Source: an optimization exercise on an open RTL-to-GDS flow (aim: small area and a short achievable clock period). Production flows keep margins and buffers that such runs may drop.
No run shown here included a check of the RTL's function; only the layout flow was run.

[design/flow/design.v]
module top_fft(
    input clk,
    input reset_p,
    input [23:0] fft_input,
    output reg [23:0] fft_output
);
    reg [3:0] cnt;
    reg       f1, f2;    
    wire [3:0] nc = reset_p ? 4'b1111 : cnt + 4'd1;    
    always @(posedge clk) begin
        cnt <= nc;
        if (reset_p) begin
            f1  <= 1'b1;
            f2  <= 1'b1;
        end else begin
            if (cnt == 4'd14) f1 <= 1'b0;
            if (cnt == 4'd1 && !f1) f2 <= 1'b0;
        end
    end
    wire [3:0] nc1 = nc + 4'd1;
    wire [3:0] nc2 = nc + 4'd2;
    wire [3:0] ncm1 = nc - 4'd1;
    wire [2:0] k1_p = nc2[3] ? 3'd0 : nc2[2:0];
    wire [2:0] k1_m = nc1[3] ? 3'd0 : nc1[2:0];
    wire [2:0] k2_p = nc1[2] ? 3'd0 : {nc1[1:0], 1'b0};
    wire [2:0] k2_m = nc[2]  ? 3'd0 : {nc[1:0], 1'b0};
    wire [3:0]  c1p_n, c2p_n, c1x, c2x;
    wire [44:0] c1m_n, c1y;
    wire [32:0] c2m_n, c2y;
    twiddle_w_value  w1p(.k(k1_p), .p1(c1p_n), .p2(c1y));
    twiddle_w_value  w1m(.k(k1_m), .p1(c1x),   .p2(c1m_n));
    twiddle_w_value2 w2p(.k(k2_p), .p1(c2p_n), .p2(c2y));
    twiddle_w_value2 w2m(.k(k2_m), .p1(c2x),   .p2(c2m_n));
    reg sel1, sel2, sel3, sel4, rot3;
    reg [3:0]  c1p, c2p;
    reg [44:0] c1m;
    reg [32:0] c2m;
    always @(posedge clk) begin
        sel1 <= nc[3];
        sel2 <= ~ncm1[2];
        sel3 <= nc[1];
        sel4 <= nc[0];
        rot3 <= nc1[1] & nc1[0];
        c1p <= c1p_n;
        c2p <= c2p_n;
        c1m <= c1m_n;
        c2m <= c2m_n;
    end
    reg  [23:0] s1_in;
    reg  [23:0] s1_dl [0:5];
    reg  [25:0] s1_d6;
    reg  [77:0] s1_d7;
    wire [23:0] s1_a = s1_d7[77:54];
    wire [23:0] s1_b0, s1_b1;
    wire [25:0] s1_p;
    wire [77:0] s1_m;
    wire [11:0] s1_yr, s1_yi;
    Butterfly bf1(.fft_input_A(s1_a), .fft_input_B(s1_in), .fft_output_0(s1_b0), .fft_output_1(s1_b1));
    twiddle_prep tp1(.x(s1_dl[5]), .p1(c1p), .t(s1_p));
    twiddle_factor tw1(.t(s1_d6), .p2(c1m), .y(s1_m));
    twiddle_add ta1r(.a(s1_d7[77:66]), .s(s1_d7[53:42]), .c(s1_d7[29:18]), .gpc(s1_d7[5:3]), .y(s1_yr));
    twiddle_add ta1i(.a(s1_d7[65:54]), .s(s1_d7[41:30]), .c(s1_d7[17:6]),  .gpc(s1_d7[2:0]), .y(s1_yi));
    integer i;
    always @(posedge clk) begin
        s1_in <= fft_input;
        s1_dl[0] <= sel1 ? s1_b1 : s1_in;
        for (i = 1; i < 6; i = i + 1) s1_dl[i] <= s1_dl[i-1];
        s1_d6 <= s1_p;
        s1_d7 <= s1_m;
    end
    reg  [23:0] s2_in;
    reg  [23:0] s2_d0, s2_d1;
    reg  [25:0] s2_d2;
    reg  [53:0] s2_d3;
    wire [23:0] s2_a = s2_d3[53:30];
    wire [23:0] s2_b0, s2_b1;
    wire [25:0] s2_p;
    wire [53:0] s2_m;
    wire [11:0] s2_yr, s2_yi;
    Butterfly bf2(.fft_input_A(s2_a), .fft_input_B(s2_in), .fft_output_0(s2_b0), .fft_output_1(s2_b1));
    twiddle_prep tp2(.x(s2_d1), .p1(c2p), .t(s2_p));
    twiddle_factor2 tw2(.t(s2_d2), .p2(c2m), .y(s2_m));
    twiddle_add ta2r(.a(12'd0), .s(s2_d3[53:42]), .c(s2_d3[29:18]), .gpc(s2_d3[5:3]), .y(s2_yr));
    twiddle_add ta2i(.a(12'd0), .s(s2_d3[41:30]), .c(s2_d3[17:6]),  .gpc(s2_d3[2:0]), .y(s2_yi));
    always @(posedge clk) begin
        s2_in <= sel1 ? s1_b0 : {s1_yr, s1_yi};
        s2_d0 <= sel2 ? s2_in : s2_b1;
        s2_d1 <= s2_d0;
        s2_d2 <= s2_p;
        s2_d3 <= s2_m;
    end
    reg  [23:0] s3_in;
    reg  [23:0] s3_d0, s3_d1;
    wire [23:0] s3_b0, s3_b1;
    Butterfly bf3(.fft_input_A(s3_d1), .fft_input_B(s3_in), .fft_output_0(s3_b0), .fft_output_1(s3_b1));
    wire [11:0] s3_neg_r = -s3_d0[23:12];
    always @(posedge clk) begin
        s3_in <= sel2 ? {s2_yr, s2_yi} : s2_b0;
        s3_d0 <= sel3 ? s3_in : s3_b1;
        s3_d1 <= rot3 ? {s3_d0[11:0], s3_neg_r} : s3_d0;
    end
    reg  [23:0] s4_in;
    reg  [23:0] s4_dl;
    wire [23:0] s4_b0, s4_b1;
    Butterfly bf4(.fft_input_A(s4_dl), .fft_input_B(s4_in), .fft_output_0(s4_b0), .fft_output_1(s4_b1));
    always @(posedge clk) begin
        s4_in <= sel3 ? s3_d1 : s3_b0;
        s4_dl <= sel4 ? s4_in : s4_b1;
        fft_output <= (reset_p | f2) ? 24'd0 : (sel4 ? s4_dl : s4_b0);
    end
endmodule
module Butterfly(
    input [23:0] fft_input_A,
    input [23:0] fft_input_B,
    output [23:0] fft_output_0,
    output [23:0] fft_output_1
);
    wire signed [11:0] ar = fft_input_A[23:12], ai = fft_input_A[11:0];
    wire signed [11:0] br = fft_input_B[23:12], bi = fft_input_B[11:0];
    wire signed [12:0] x0r = ar + br, x0i = ai + bi, x1r = ar - br, x1i = ai - bi;
    assign fft_output_0 = {x0r[12:1], x0i[12:1]};
    assign fft_output_1 = {x1r[12:1], x1i[12:1]};
endmodule
module twiddle_factor(
    input  [25:0] t,
    input  [44:0] p2,
    output [77:0] y
);
    wire [12:0] tr = {t[25], t[23:12]};
    wire [12:0] ti = {t[24], t[11:0]};
    wire en = p2[44], en2 = p2[43], en13 = p2[42], m1 = p2[41], m3 = p2[40];
    wire [11:0] ar, ai, sr, si, cr, ci;
    wire [2:0]  kr, ki;
    twiddle_csa re(.t(tr), .q(ti), .en(en), .en2(en2), .en13(en13), .qneg(m3), .inv(p2[39]),
                   .ke(p2[38:30]), .kf(p2[29:20]), .a(ar), .sh(sr), .ch(cr), .gpc(kr));
    twiddle_csa im(.t(ti), .q(tr), .en(en), .en2(en2), .en13(en13), .qneg(m1), .inv(p2[19]),
                   .ke(p2[18:10]), .kf(p2[9:0]), .a(ai), .sh(si), .ch(ci), .gpc(ki));
    assign y = {ar, ai, sr, si, cr, ci, kr, ki};
endmodule
module twiddle_csa(
    input  [12:0] t,
    input  [12:0] q,
    input  en, en2, en13, qneg, inv,
    input  [8:0] ke,
    input  [9:0] kf,
    output [11:0] a,
    output [11:0] sh,
    output [11:0] ch,
    output [2:0] gpc
);
    wire [21:0] tp = {{9{t[12]}}, t};
    wire [21:0] tn = ~tp;
    wire [21:0] qp = {{9{q[12]}}, q} ^ {22{qneg}};
    wire [21:0] qn = ~qp;
    wire [21:0] z = 22'd0;
    assign a = t[11:0] + {11'd0, inv};
    wire [21:0] rB = en ? (tn << 6) : z;
    wire [21:0] rC = en ? (en2 ? (tn << 8) : (tn << 4)) : z;
    wire [21:0] rD = en ? (en2 ? (tp << 4) : (tp << 1)) : z;
    wire [21:0] rE = (en2 ? (tp << 2) : z) | (en13 ? (qp << 9) : z) | {13'd0, ke};
    wire [21:0] rF = (en13 ? (qn << 7) : z) | {12'd0, kf};
    wire [21:0] rG = en13 ? (qp << 3) : z;
    wire [21:0] s1 = rB ^ rC ^ rD, c1 = ((rB & rC) | (rB & rD) | (rC & rD)) << 1;
    wire [21:0] s2 = rE ^ rF ^ rG, c2 = ((rE & rF) | (rE & rG) | (rF & rG)) << 1;
    wire [21:0] s3 = s1 ^ c1 ^ s2, c3 = ((s1 & c1) | (s1 & s2) | (c1 & s2)) << 1;
    wire [21:0] s4 = s3 ^ c3 ^ c2, c4 = ((s3 & c3) | (s3 & c2) | (c3 & c2)) << 1;
    twiddle_lowcarry lc(.s(s4[9:0]), .c(c4[9:0]), .gpc(gpc));
    assign sh = s4[21:10];
    assign ch = c4[21:10];
endmodule
module twiddle_lowcarry(
    input  [9:0] s,
    input  [9:0] c,
    output [2:0] gpc
);
    wire [6:0] lo = {1'b0, s[5:0]} + {1'b0, c[5:0]};
    wire [3:0] g = s[9:6] & c[9:6];
    wire [3:0] p = s[9:6] | c[9:6];
    wire gg = g[3] | (p[3] & g[2]) | (p[3] & p[2] & g[1]) | (p[3] & p[2] & p[1] & g[0]);
    wire pp = &p;
    assign gpc = {gg, pp, lo[6]};
endmodule
module twiddle_factor2(
    input  [25:0] t,
    input  [32:0] p2,
    output [53:0] y
);
    wire [12:0] tr = {t[25], t[23:12]};
    wire [12:0] ti = {t[24], t[11:0]};
    wire [11:0] sr, si, cr, ci;
    wire [2:0]  kr, ki;
    twiddle_csa2 re(.t(tr), .en(p2[32]), .ka(p2[31:22]), .kb(p2[21:16]), .sh(sr), .ch(cr), .gpc(kr));
    twiddle_csa2 im(.t(ti), .en(p2[32]), .ka(p2[15:6]),  .kb(p2[5:0]),   .sh(si), .ch(ci), .gpc(ki));
    assign y = {sr, si, cr, ci, kr, ki};
endmodule
module twiddle_csa2(
    input  [12:0] t,
    input  en,
    input  [9:0] ka,
    input  [5:0] kb,
    output [11:0] sh,
    output [11:0] ch,
    output [2:0] gpc
);
    wire [21:0] tp = {{9{t[12]}}, t};
    wire [21:0] tn = ~tp;
    wire [21:0] z = 22'd0;
    wire [21:0] rA = {t[11:0], ka};
    wire [21:0] rB = (en ? (tn << 6) : z) | {16'd0, kb};
    wire [21:0] rC = en ? (tn << 8) : z;
    wire [21:0] rD = en ? (tp << 4) : z;
    wire [21:0] rE = en ? (tp << 2) : z;
    wire [21:0] s1 = rA ^ rB ^ rC, c1 = ((rA & rB) | (rA & rC) | (rB & rC)) << 1;
    wire [21:0] s2 = s1 ^ c1 ^ rD, c2 = ((s1 & c1) | (s1 & rD) | (c1 & rD)) << 1;
    wire [21:0] s3 = s2 ^ c2 ^ rE, c3 = ((s2 & c2) | (s2 & rE) | (c2 & rE)) << 1;
    twiddle_lowcarry lc(.s(s3[9:0]), .c(c3[9:0]), .gpc(gpc));
    assign sh = s3[21:10];
    assign ch = c3[21:10];
endmodule
module twiddle_add(
    input  [11:0] a,
    input  [11:0] s,
    input  [11:0] c,
    input  [2:0]  gpc,
    output [11:0] y
);
    wire cin = gpc[2] | (gpc[1] & gpc[0]);
    wire [11:0] s2 = a ^ s ^ c;
    wire [11:0] c2 = (a & s) | (a & c) | (s & c);
    assign y = s2 + {c2[10:0], cin};
endmodule
module twiddle_w_value(
    input  [2:0] k,
    output reg [3:0]  p1,     
    output reg [44:0] p2      
);
    always @(*) begin
        case (k)
            3'd0: begin p1 = {2'd0, 2'b00}; p2 = {5'b00000, 1'b0, 9'd0,   10'd0,   1'b0, 9'd0,   10'd0};   end
            3'd1: begin p1 = {2'd0, 2'b00}; p2 = {5'b10110, 1'b0, 9'd208, 10'd0,   1'b0, 9'd511, 10'd89};  end
            3'd2: begin p1 = {2'd1, 2'b00}; p2 = {5'b11000, 1'b0, 9'd0,   10'd320, 1'b0, 9'd0,   10'd320}; end
            3'd3: begin p1 = {2'd2, 2'b01}; p2 = {5'b10101, 1'b0, 9'd208, 10'd0,   1'b1, 9'd130, 10'd0};   end
            3'd4: begin p1 = {2'd2, 2'b01}; p2 = {5'b00000, 1'b0, 9'd0,   10'd0,   1'b1, 9'd0,   10'd0};   end
            3'd5: begin p1 = {2'd2, 2'b01}; p2 = {5'b10110, 1'b0, 9'd511, 10'd89,  1'b1, 9'd511, 10'd11};  end
            3'd6: begin p1 = {2'd3, 2'b01}; p2 = {5'b11000, 1'b0, 9'd0,   10'd320, 1'b1, 9'd0,   10'd20};  end
            default: begin p1 = {2'd0, 2'b11}; p2 = {5'b10101, 1'b1, 9'd130, 10'd0, 1'b1, 9'd511, 10'd11};  end
        endcase
    end
endmodule
module twiddle_w_value2(
    input  [2:0] k,
    output reg [3:0]  p1,     
    output reg [32:0] p2      
);
    always @(*) begin
        case (k[2:1])
            2'd0: begin p1 = {2'd0, 2'b00}; p2 = {1'b0, 10'd0,   6'd0, 10'd0,    6'd0};  end
            2'd1: begin p1 = {2'd1, 2'b00}; p2 = {1'b1, 10'd320, 6'd0, 10'd320,  6'd0};  end
            2'd2: begin p1 = {2'd2, 2'b01}; p2 = {1'b0, 10'd0,   6'd0, 10'd1023, 6'd1};  end
            default: begin p1 = {2'd3, 2'b01}; p2 = {1'b1, 10'd320, 6'd0, 10'd1023, 6'd21}; end
        endcase
    end
endmodule
module twiddle_prep(
    input  [23:0] x,
    input  [3:0]  p1,
    output [25:0] t
);
    wire signed [11:0] xr12 = x[23:12];
    wire signed [11:0] xi12 = x[11:0];
    wire signed [12:0] xr = xr12;
    wire signed [12:0] xi = xi12;
    wire signed [12:0] sum  = xr + xi;
    wire signed [12:0] diff = xi - xr;
    reg  [12:0] tr, ti;
    always @(*) begin
        case (p1[3:2])
            2'd0: begin tr = xr;   ti = xi;   end
            2'd1: begin tr = sum;  ti = diff; end
            2'd2: begin tr = xi;   ti = xr;   end
            default: begin tr = diff; ti = sum; end
        endcase
    end
    wire [12:0] ur = tr ^ {13{p1[1]}};
    wire [12:0] ui = ti ^ {13{p1[0]}};
    assign t = {ur[12], ui[12], ur[11:0], ui[11:0]};
endmodule
[design/flow/run.sh]
#!/bin/bash
# synth_recipe.tcl (not shown) runs the flow's synth.tcl, then flattens the netlist and writes it again
# the make line also repeats each setting of config.mk as NAME=value (left out here)
make -C /OpenROAD-flow-scripts/flow DESIGN_CONFIG=/design/flow/config.mk WORK_HOME=/design/flow/orfs CLKGATE_MAP_FILE= SYNTH_SCRIPT=/design/flow/synth_recipe.tcl finish
[design/flow/config.mk]
export PLATFORM = sky130hd
export DESIGN_NAME = top_fft
export DESIGN_NICKNAME = top_fft
export VERILOG_FILES = /design/flow/design.v
export SDC_FILE = /design/flow/constraint.sdc
export NUM_CORES = 4
export LEC_CHECK = 0
export CAP_MARGIN = 20
export CORE_MARGIN = 2
export CORE_UTILIZATION = 40
export SETUP_SLACK_MARGIN = 4.3
export SLEW_MARGIN = 20
[design/flow/constraint.sdc]
create_clock -name core_clock -period 7.0 [get_ports {clk}]
set_input_delay 1.4000 -clock core_clock [delete_from_list [all_inputs] [get_ports {clk}]]
set_output_delay 1.4000 -clock core_clock [all_outputs]
set_load 0.01 [all_outputs]
==> results.sh, run 1 <==
export IMPL_ff2ff_setup_slack_ns=3.82
export IMPL_path_clk_slew_ns=0.06
export IMPL_die_x_um=311.6
export IMPL_core_um2=93610
export IMPL_maxCapViolations=0
export IMPL_cts_root_buf="clkbuf_16"
export IMPL_nets=4766
export IMPL_wl_mm=94.40
export IMPL_timing_fmax_ghz=0.3140
export IMPL_hold_buffers=0
export IMPL_die_height_um=311.6
export IMPL_area_growth_pct=16.64
export IMPL_cts_tree="yes"
export IMPL_antennaDiodeCount=0
export IMPL_status="finished clean"
export IMPL_finalMaxSlewViolations=0
export IMPL_viasPerCell=5.093
export IMPL_synth_edf_count=0
export IMPL_cp_arrival_ns=3.73
export IMPL_syn_inst=4091
export IMPL_critPathCaptureType="flop"
export IMPL_min_path_type="reg2reg"
export IMPL_skew_ns=0.03646
export IMPL_syn_avg_cell_area_um2=9.254
export IMPL_initial_core_util_pct=40.44
export IMPL_clock_sink_count=602
export IMPL_syn_area_um2=37860
export IMPL_hold_viol=0
export IMPL_clock_latency_ns=0.62
export IMPL_drive_gt1_share_pct=14.49
export IMPL_tns_ns=0
export IMPL_row_count=112
export IMPL_fin_area_um2=44160
export IMPL_grt_first_pass_wirelength_mm=146.7
export IMPL_hpwl_mm=69.28
export IMPL_gp_congestion=0.8692
export IMPL_io_pins=50
export IMPL_synth_fp_nets=4715
export IMPL_setup_viol_count_final=0
export IMPL_cts_made_buffers=71
export IMPL_ant_nets=0
export IMPL_synth_seq_area_share_pct=31.83
export IMPL_wl_per_cell_um=17.32
export IMPL_antenna_found_initial=2
export IMPL_relSlewSlack_pct=26.49
export IMPL_ys_warn_count=6
export IMPL_overflow=0
export IMPL_worst_pin_slew_ns=1.099
export IMPL_synth_cell_types=88
export IMPL_cts_buffer_depth=3
export IMPL_io_buffers=49
export IMPL_die_area_um2=97120
export IMPL_grt_max_degree=90
export IMPL_drt_pass1_iterations=5
export IMPL_path_class="reg2reg"
export IMPL_dpl_instance_area_um2=39460
export IMPL_period_share_pct=45.49
export IMPL_remaining_drc_errors=0
export IMPL_synth_flop_cell="dfxtp_1"
export IMPL_ys_ff_latch=602
export IMPL_rsz0062_at_grt="true"
export IMPL_path_max_fanout=11
export IMPL_async_flop_share_pct=0
export IMPL_drtIter0Drc=1809
export IMPL_grt_usage_pct=19.01
export IMPL_required_ns=7.55
export IMPL_num_vias=27750
export IMPL_htreeDepth=3
export IMPL_cp_start_kind="flop"
export IMPL_grt_pass1_vias=26740
export IMPL_filler_cell_count=8905
export IMPL_period_minus_slack_ns=3.184
==> synth_stat cells (all sizes together) (8+ instances only) <==
master	number	area, um^2
ha	359	4492
o22ai	8	50.05
o21bai	38	285.3
o21ai	249	1246
a21boi	24	180.2
xor2	117	1025
o211ai	13	97.59
a211oi	37	277.8
nor2b	79	494.2
nand2	276	1036
mux2	29	326.6
and2	38	237.7
xnor2	195	1708
o41ai	10	87.58
nand2b	86	538.0
nor3b	8	60.06
nor2	274	1028
a21oi	263	1320
o31ai	30	225.2
and3	20	125.1
buf	34	153.9
inv	436	1637
nor3	66	330.3
a21o	36	270.3
mux2i	51	510.5
or3	26	173.9
dfxtp	602	12050
a22oi	8	60.06
nor4	16	100.1
or2	27	168.9
a31oi	25	156.4
o21a	35	262.8
nand3	45	225.2
a2111oi	16	141.4
fa	239	4785
a311oi	12	111.4
mux4	15	337.8
a221oi	18	157.7
clkbuf	136	554.3
==> path summary, 6_finish.rpt <==
check | start | end | cells past startpoint
max | s1_d6[14] | s1_d7[2] | 9
min | s1_dl[2][21] | s1_dl[3][21] | 0
max reg2reg | s1_d6[14] | s1_d7[2] | 9
min reg2reg | s1_dl[2][21] | s1_dl[3][21] | 0
==> critical path, stage by stage (launching register included) <==
cell and delay [ns]:
dfxtp_2 0.52, xor2_1 0.31, and2_1 0.26, ha_1 0.29, fa_1 0.45, fa_1 0.54, nand2_1 0.06, maj3_2 0.29
maj3_2 0.29, a21oi_1 0.11
==> kinds of logic after synthesis <==
logic type,after synthesis,synth area share [%]
AND/OR/NAND/NOR,998,12.72
AO/OA/AOI/OAI,871,14.22
buffers and inverters,609,6.237
adder cells (fa/ha/maj),604,24.66
flip-flops,602,31.83
XOR/XNOR,312,7.218
multiplexers,95,3.103
==> timing repair <==
action	in CTS	in global routing
buffers inserted	42	36
pin swaps	74	84
resized for setup	247	193
cloned	7	1
setup endpoints to repair	155	143
==> through the flow <==
step	setup slack (ns)	utilization, %	hold slack, ns	cells
after detailed placement	3.278	42.15	0.3121	5237
after CTS	3.853	45.99	0.3175	5412
after global placement	3.281	42.15	0.3096	5237
after floorplan	3.806	-	0.3096	4091
final	3.816	47.17	0.3161	5449
after global routing	3.693	47.17	0.3251	5449
==> cells in the final DEF (no fill, tap or decap), types with 36 or more instances in the layout <==
cell type	count
inv_1	422
nand2_1	265
a21oi_1	233
nor2b_1	67
xor2_1	97
dfxtp_1	539
nand2b_1	77
fa_1	210
ha_1	334
clkbuf_16	75
mux2i_1	49
nand3_1	44
buf_4	63
nor2_1	269
o21bai_1	37
xnor2_1	191
a21o_1	36
dfxtp_2	46
nor3_1	65
o21ai_0	212
==> registers in the layout, indices dropped and copies added, names as in the netlist, 26 cells and up <==
signal	count
s1_d7	78
s2_d3	54
s1_dl	144
s1_d6	26
s2_d2	26
==> layout make-up <==
cell class,count,area [um^2],area share [%]
repair inverters,2,15.01,0.03400
multi-input cells,2880,24760,56.07
clock inverters,34,389.1,0.8812
clock buffers,92,2049,4.641
well taps,1254,1569,3.553
repair buffers,147,1545,3.499
inverters,438,1657,3.752
flip-flops and latches,602,12170,27.57
==> per-layer routing <==
| layer | up-vias | GRT usage, % | share of wire (%) |
|---|---|---|---|
| met4 | 0 | 6.982 | 3.6 |
| li1 | 13740 | - | - |
| met3 | 163 | 3.208 | 4.5 |
| met2 | 578 | 30.87 | 46 |
| met1 | 13280 | 25.38 | 46 |
| met5 | - | 0 | 0 |
==> run 2, diff against run 1 <==
--- a/design/flow/config.mk
+++ b/design/flow/config.mk
@@ -8,5 +8,5 @@
 export CAP_MARGIN = 20
 export CORE_MARGIN = 2
 export CORE_UTILIZATION = 40
-export SETUP_SLACK_MARGIN = 4.3
+export SETUP_SLACK_MARGIN = 3.8
 export SLEW_MARGIN = 20
==> run 2 against run 1 <==
  * Core utilization down 1.9 points
  * Critical path depth up 2
  * Fmax about the same
  * Clock skew is 0.015 ns lower
  * Die area stayed put
  * Non-clock buffer count is 59 lower
  * Clock-buffer cell count fell by 4
==> results.sh, run 2 <==
export IMPL_ff2ff_setup_slack_ns=3.81
export IMPL_htreeDepth=3
export IMPL_io_pins=50
export IMPL_r2r_start="c1m[44]"
export IMPL_min_path_type="reg2reg"
export IMPL_startpoint="c1m[44]"
export IMPL_drive_gt1_share_pct=7.105
export IMPL_use_met2_pct=30.41
export IMPL_slowest_stage="fa_1"
export IMPL_timing_fmax_ghz=0.3139
export IMPL_r2r_end="s1_d7[2]"
export IMPL_syn_inst=4091
export IMPL_wl_mm=90.85
export IMPL_synthAdderAreaFrac_pct=24.66
export IMPL_cts_made_buffers=72
export IMPL_clock_sink_count=602
export IMPL_critPathCaptureType="flop"
export IMPL_fin_area_um2=42360
export IMPL_die_height_um=311.6
export IMPL_antenna_found_initial=3
export IMPL_syn_avg_cell_area_um2=9.254
export IMPL_period_minus_slack_ns=3.186
export IMPL_ys_ff_latch=602
export IMPL_synth_flop_cell="dfxtp_1"
export IMPL_die_area_um2=97120
export IMPL_area_growth_pct=11.89
export IMPL_synth_cell_types=88
export IMPL_min_path_cells=0
export IMPL_hpwl_mm=68.84
export IMPL_hold_buffers=0
export IMPL_grt_first_pass_wirelength_mm=145.1
export IMPL_min_from="s1_dl[2][2]"
export IMPL_overflow=0
export IMPL_grt_pass1_vias=26510
export IMPL_cts_buffer_depth=3
export IMPL_wl_per_cell_um=16.85
export IMPL_synth_compound_area_share_pct=14.22
export IMPL_relSlewSlack_pct=28.80
export IMPL_ant_nets=0
export IMPL_finalMaxSlewViolations=0
export IMPL_rr_worst_depth=11
export IMPL_die_x_um=311.6
export IMPL_syn_area_um2=37860
export IMPL_synth_top_family_by_area="adder cells"
export IMPL_num_vias=27300
export IMPL_skew_ns=0.02196
export IMPL_grt_busiest_layer="met2"
export IMPL_path_class="reg2reg"
export IMPL_maxCapViolations=0
export IMPL_setup_viol_count_final=0
export IMPL_dpl_instance_area_um2=39360
export IMPL_grt_max_degree=89
export IMPL_grt_usage_pct=18.64
export IMPL_seq_area_um2=12100
export IMPL_core_um2=93610
export IMPL_path_max_fanout=19
export IMPL_cp_arrival_ns=3.73
export IMPL_hold_end="s1_dl[3][2]"
export IMPL_worst_pin_slew_ns=1.064
export IMPL_crit_family="adder cells"
export IMPL_yosys_area_share_simple_pct=12.72
export IMPL_ys_warn_count=6
export IMPL_drtIter0Drc=1638
export IMPL_gp_congestion=0.8677
export IMPL_initial_core_util_pct=40.44
export IMPL_yosysMostFrequentCell="dfxtp_1"
export IMPL_filler_cell_count=9072
export IMPL_tns_ns=0
export IMPL_cts_tree="yes"
export IMPL_synth_seq_area_share_pct=31.83
export IMPL_async_flop_share_pct=0
export IMPL_slowest_delay_ns=0.54
export IMPL_io_buffers=49
export IMPL_final_cell_mix="dfxtp_1 (578), inv_1 (433), ha_1 (359), nand2_1 (274), nor2_1 (273)"
export IMPL_remaining_drc_errors=0
export IMPL_antennaDiodeCount=0
export IMPL_synth_top_area_cell="dfxtp_1"
export IMPL_multi_input_area_um2=23580
export IMPL_use_met3_pct=2.862
export IMPL_top_regs="s1_dl: 144 flops, s1_d7: 78 flops, s2_d3: 54 flops"
export IMPL_cp_start_kind="flop"
export IMPL_cp_num_buf_inv=3
export IMPL_nets=4707
export IMPL_largest_register="s1_dl"
export IMPL_synth_edf_count=0
export IMPL_row_count=112
export IMPL_yosys_top_cells_count="dfxtp_1 (602), inv_1 (434), ha_1 (359)"
export IMPL_mostFrequentLayoutCell="dfxtp_1"
export IMPL_synth_fp_nets=4715
export IMPL_viasPerCell=5.063
export IMPL_path_clk_slew_ns=0.06
export IMPL_drt_pass1_iterations=5
export IMPL_gr_usage_met1_pct=25.38
export IMPL_hold_viol=0
export IMPL_cts_root_buf="clkbuf_16"
export IMPL_required_ns=7.54
export IMPL_crit_chain="buf_12 > nor2b_1 > fa_1 > inv_1 > fa_1 > inv_1 > fa_1 > nand2_1 > maj3_2 > maj3_2 > a21oi_2"
export IMPL_synthMuxAreaShare_pct=3.103
export IMPL_period_share_pct=45.52
export IMPL_clock_latency_ns=0.62
export IMPL_largest_reg_flops=144
export IMPL_rsz0062_at_grt="true"
export IMPL_status="finished clean"
export IMPL_crit_top_cell="fa_1"
export IMPL_synth_xor_area_share_pct=7.218
export IMPL_yosysTopAreaCellShare_pct=31.83
export IMPL_synth_area_leaders="dfxtp_1 (32%), fa_1 (13%), ha_1 (12%)"
-- run 2: cell counts after synthesis --
No cell type changed its count.
-- run 2: worst reg2reg max path, stage by stage, from the launching register on --
cell and delay [ns]:
dfxtp_4 0.35, buf_12 0.15, nor2b_1 0.16, fa_1 0.54
inv_1 0.05, fa_1 0.53, inv_1 0.05, fa_1 0.50
nand2_1 0.06, maj3_2 0.30, maj3_2 0.32, a21oi_2 0.12
-- run 2: final cells by class --
cell class / instances / share of cell area [%]
multi-input cells: 2880 / 55.67
inverters: 438 / 3.899
repair inverters: 1 / 0.01181
clock buffers: 88 / 4.664
clock inverters: 41 / 1.291
flip-flops and latches: 602 / 28.57
well taps: 1254 / 3.704
repair buffers: 88 / 2.189
-- run 2: what timing repair did --
| action | in CTS | in global routing |
|---|---|---|
| buffers inserted | 12 | 7 |
| gates cloned | 3 | 2 |
| pin swaps | 1 | 0 |
| setup endpoints to repair | 53 | 37 |
| resized for setup | 32 | 33 |
-- run 2: logic make-up after synthesis --
group           count (synthesis)
simple gates                  998
compound gates                871
buf+inv                       609
mux                            95
xor+xnor                      312
flops                         602
fa+ha+maj                     604
-- run 2: how the worst max path moves through the flow --
stage	end	slack, ns	cells past startpoint
finish	s1_d7[2]	3.81	11
floorplan	s1_d7[2]	3.79	14
global route	s1_d7[5]	3.66	10
global placement	c1m[26]	3.11	10
detailed placement	c1m[26]	3.01	10
CTS	s1_d7[5]	3.67	9
-- run 2: through the flow --
| stage | hold WS [ns] | instances | setup WS [ns] | utilization (%) |
|---|---|---|---|---|
| after CTS | 0.3186 | 5383 | 3.665 | 45.01 |
| after floorplan | 0.3096 | 4091 | 3.786 | - |
| final | 0.3146 | 5392 | 3.814 | 45.25 |
| after detailed placement | 0.3121 | 5239 | 3.010 | 42.05 |
| after global placement | 0.3100 | 5239 | 3.115 | 42.05 |
| after global routing | 0.3213 | 5392 | 3.663 | 45.25 |
-- run 2: layer usage --
metal	share of wire, %	wire length, um	vias to the layer above
li1	-	-	13640
met1	47	42780	13020
met2	46	41960	503
met3	3.7	3396	138
met4	3.0	2712	0
met5	0	0	-
==> run 3, diff against run 2 <==
--- a/design/flow/config.mk
+++ b/design/flow/config.mk
@@ -7,6 +7,6 @@
 export LEC_CHECK = 0
 export CAP_MARGIN = 20
 export CORE_MARGIN = 2
-export CORE_UTILIZATION = 40
+export CORE_UTILIZATION = 65
 export SETUP_SLACK_MARGIN = 3.8
 export SLEW_MARGIN = 20
==> run 3 against run 2 <==
  * Routed wire length up 0.63%
  * Global-route usage up 12 points
  * Largest cell class unchanged
  * Clock skew down 0.00079 ns
  * Fmax down 1.6%
  * Flip-flop and latch count unchanged
  * Sequential share of layout area up 0.52 points
  * Cell area down 1.8%
==> results.sh, run 3 <==
export IMPL_io_pins=50
export IMPL_ys_ff_latch=602
export IMPL_die_height_um=245.3
export IMPL_synth_edf_count=0
export IMPL_cp_num_buf_inv=3
export IMPL_slowest_stage="fa_1"
export IMPL_min_path_type="reg2reg"
export IMPL_skew_ns=0.02117
export IMPL_top_regs="s1_dl: 144 flops, s1_d7: 78 flops, s2_d3: 54 flops"
export IMPL_clock_sink_count=602
export IMPL_drive_gt1_share_pct=6.998
export IMPL_crit_family="adder cells"
export IMPL_hold_end="s2_d1[18]"
export IMPL_largest_reg_flops=144
export IMPL_initial_core_util_pct=65.74
export IMPL_io_buffers=49
export IMPL_wl_per_cell_um=18.67
export IMPL_period_minus_slack_ns=3.237
export IMPL_grt_usage_pct=30.56
export IMPL_yosysMostFrequentCell="dfxtp_1"
export IMPL_die_area_um2=60190
export IMPL_rr_worst_depth=12
export IMPL_maxCapViolations=0
export IMPL_worst_pin_slew_ns=0.8596
export IMPL_gp_congestion=0.9417
export IMPL_mostFrequentLayoutCell="dfxtp_1"
export IMPL_synth_fp_nets=4715
export IMPL_path_max_fanout=6
export IMPL_ant_nets=0
export IMPL_setup_slack_ns=3.763
export IMPL_drtIter0Drc=2110
export IMPL_viasPerCell=5.750
export IMPL_synth_seq_area_share_pct=31.83
export IMPL_clock_latency_ns=0.61
export IMPL_critPathCaptureType="flop"
export IMPL_post_place_ws_ns=2.918
export IMPL_synth_cell_types=88
export IMPL_cts_buffer_depth=3
export IMPL_core_um2=57590
export IMPL_wl_mm=91.43
export IMPL_nets=4702
export IMPL_syn_inst=4091
export IMPL_use_met2_pct=51.07
export IMPL_setup_viol_count_final=0
export IMPL_period_share_pct=46.24
export IMPL_min_path_cells=0
export IMPL_slowest_delay_ns=0.52
export IMPL_final_cell_mix="dfxtp_1 (579), inv_1 (432), ha_1 (359), nand2_1 (274), nor2_1 (272)"
export IMPL_gr_usage_met1_pct=40.79
export IMPL_crit_top_cell="fa_1"
export IMPL_use_met3_pct=4.005
export IMPL_cts_made_buffers=66
export IMPL_row_count=88
export IMPL_antenna_found_initial=3
export IMPL_cts_tree="yes"
export IMPL_yosysTopAreaCellShare_pct=31.83
export IMPL_synth_area_leaders="dfxtp_1 (32%), fa_1 (13%), ha_1 (12%)"
export IMPL_r2r_start="c1m[43]"
export IMPL_hold_viol=0
export IMPL_syn_avg_cell_area_um2=9.254
export IMPL_path_clk_slew_ns=0.07
export IMPL_yosys_top_cells_count="dfxtp_1 (602), inv_1 (434), ha_1 (359)"
export IMPL_relSlewSlack_pct=41.21
export IMPL_crit_chain="buf_12 > nand2b_4 > nor2_2 > fa_1 > inv_2 > fa_1 > inv_1 > fa_1 > nand2_1 > maj3_2 > maj3_2 > a21oi_1"
export IMPL_rsz0062_at_grt="true"
export IMPL_synth_flop_cell="dfxtp_1"
export IMPL_syn_area_um2=37860
export IMPL_num_vias=28160
export IMPL_cp_arrival_ns=3.76
export IMPL_filler_cell_count=4294
export IMPL_overflow=0
export IMPL_fin_area_um2=41590
export IMPL_largest_register="s1_dl"
export IMPL_seq_area_um2=12100
export IMPL_ys_warn_count=6
export IMPL_remaining_drc_errors=0
export IMPL_grt_max_degree=85
export IMPL_hpwl_mm=68.61
export IMPL_finalMaxSlewViolations=0
export IMPL_timing_fmax_ghz=0.3089
export IMPL_dpl_instance_area_um2=38730
export IMPL_multi_input_area_um2=23610
export IMPL_r2r_end="s1_d7[2]"
export IMPL_grt_first_pass_wirelength_mm=146.3
export IMPL_async_flop_share_pct=0
export IMPL_ff2ff_setup_slack_ns=3.76
export IMPL_synth_top_area_cell="dfxtp_1"
export IMPL_cts_root_buf="clkbuf_16"
export IMPL_area_growth_pct=9.849
export IMPL_drt_pass1_iterations=6
export IMPL_die_x_um=245.3
export IMPL_path_class="reg2reg"
export IMPL_tns_ns=0
export IMPL_required_ns=7.53
export IMPL_cp_start_kind="flop"
export IMPL_grt_pass1_vias=27770
export IMPL_grt_busiest_layer="met2"
export IMPL_min_from="s2_d0[18]"
export IMPL_status="finished clean"
export IMPL_htreeDepth=3
## run 3: layout make-up
| class | count | area share [%] |
|---|---|---|
| tap | 765 | 2.302 |
| timing repair inverter | 1 | 0.01805 |
| sequential | 602 | 29.09 |
| inverter | 438 | 3.971 |
| timing repair buffer | 89 | 2.407 |
| clock buffer | 89 | 4.519 |
| clock inverter | 31 | 0.9086 |
| antenna | 2 | 0.01203 |
| multi-input combinational | 2880 | 56.77 |
## run 3: how the worst max path moves through the flow
| stage | start | to | slack [ns] | depth (start not counted) |
|---|---|---|---|---|
| after floorplan | c1m[43] | s1_d7[2] | 3.79 | 14 |
| after global placement | c1m[43] | s1_d7[2] | 2.97 | 12 |
| after detailed placement | reset_p | c1m[4] | 2.92 | 10 |
| after CTS | c1m[41] | s1_d7[2] | 3.74 | 10 |
| after global routing | c1m[44] | s1_d7[2] | 3.66 | 11 |
| final | c1m[43] | s1_d7[2] | 3.76 | 12 |
## run 3: through the flow
stage	hold slack [ns]	instances	util (%)
after floorplan	0.3096	4091	-
after global placement	0.3096	4748	67.26
after detailed placement	0.3121	4748	67.26
after CTS	0.3127	4888	71.85
after global routing	0.3250	4895	72.21
final	0.3032	4897	72.22
## run 3: timing repair
item                                    4_1_cts  5_1_grt
hold buffers                                  0        0
setup buffers                                15        5
endpoints found under the setup margin       65       31
gates resized for setup                      45       32
pin swaps                                     2        7
gates cloned                                  5        2
## run 3: logic make-up after synthesis
kind of cell | share of synthesized area, %
adder cells (fa/ha/maj) | 24.66
AO/OA/AOI/OAI | 14.22
multiplexers | 3.103
buffers and inverters | 6.237
XOR/XNOR | 7.218
AND/OR/NAND/NOR | 12.72
flip-flops | 31.83
## run 3: per-layer routing
metal	wire length, um	up-vias
li1	-	13650
met1	40280	13580
met2	43450	761
met3	4417	167
met4	3278	0
met5	0	-

-- afterwards: timing with drivers on the ports --
The flow's constraints put no driver on any port. The routed layouts listed below were extracted and timed again, unchanged, in two steps.
Step 1: set_driving_cell puts a clkbuf_16 on clk and a buf_2 on each other input, an assumption about the parent block.
Step 2 also shifts input and output timing later by t, the mid clock arrival at the registers, as if the neighbouring blocks saw the same clock.
Slacks: ideal / step 1 / step 2; pairs: ideal / step 1.
run | t, ns | setup WS [ns] | hold slack, ns | worst setup path after step 2 | slew at the worst register clock pin (ns)
run 1 | 0.670 | 3.816 / 3.816 / 3.816 | 0.316 / 0.316 / 0.316 | register to register | 0.06 / 0.06
run 2 | 0.671 | 3.814 / 3.814 / 3.508 | 0.315 / 0.315 / 0.315 | input to register | 0.07 / 0.07
run 3 | 0.661 | 3.763 / 3.763 / 3.361 | 0.303 / 0.303 / 0.303 | input to register | 0.07 / 0.07
After both steps setup and hold are still met in every run listed. For run 3, which loses most, drivers alone change the setup slack by 0.000 ns; drivers and shift together by -0.402 ns.
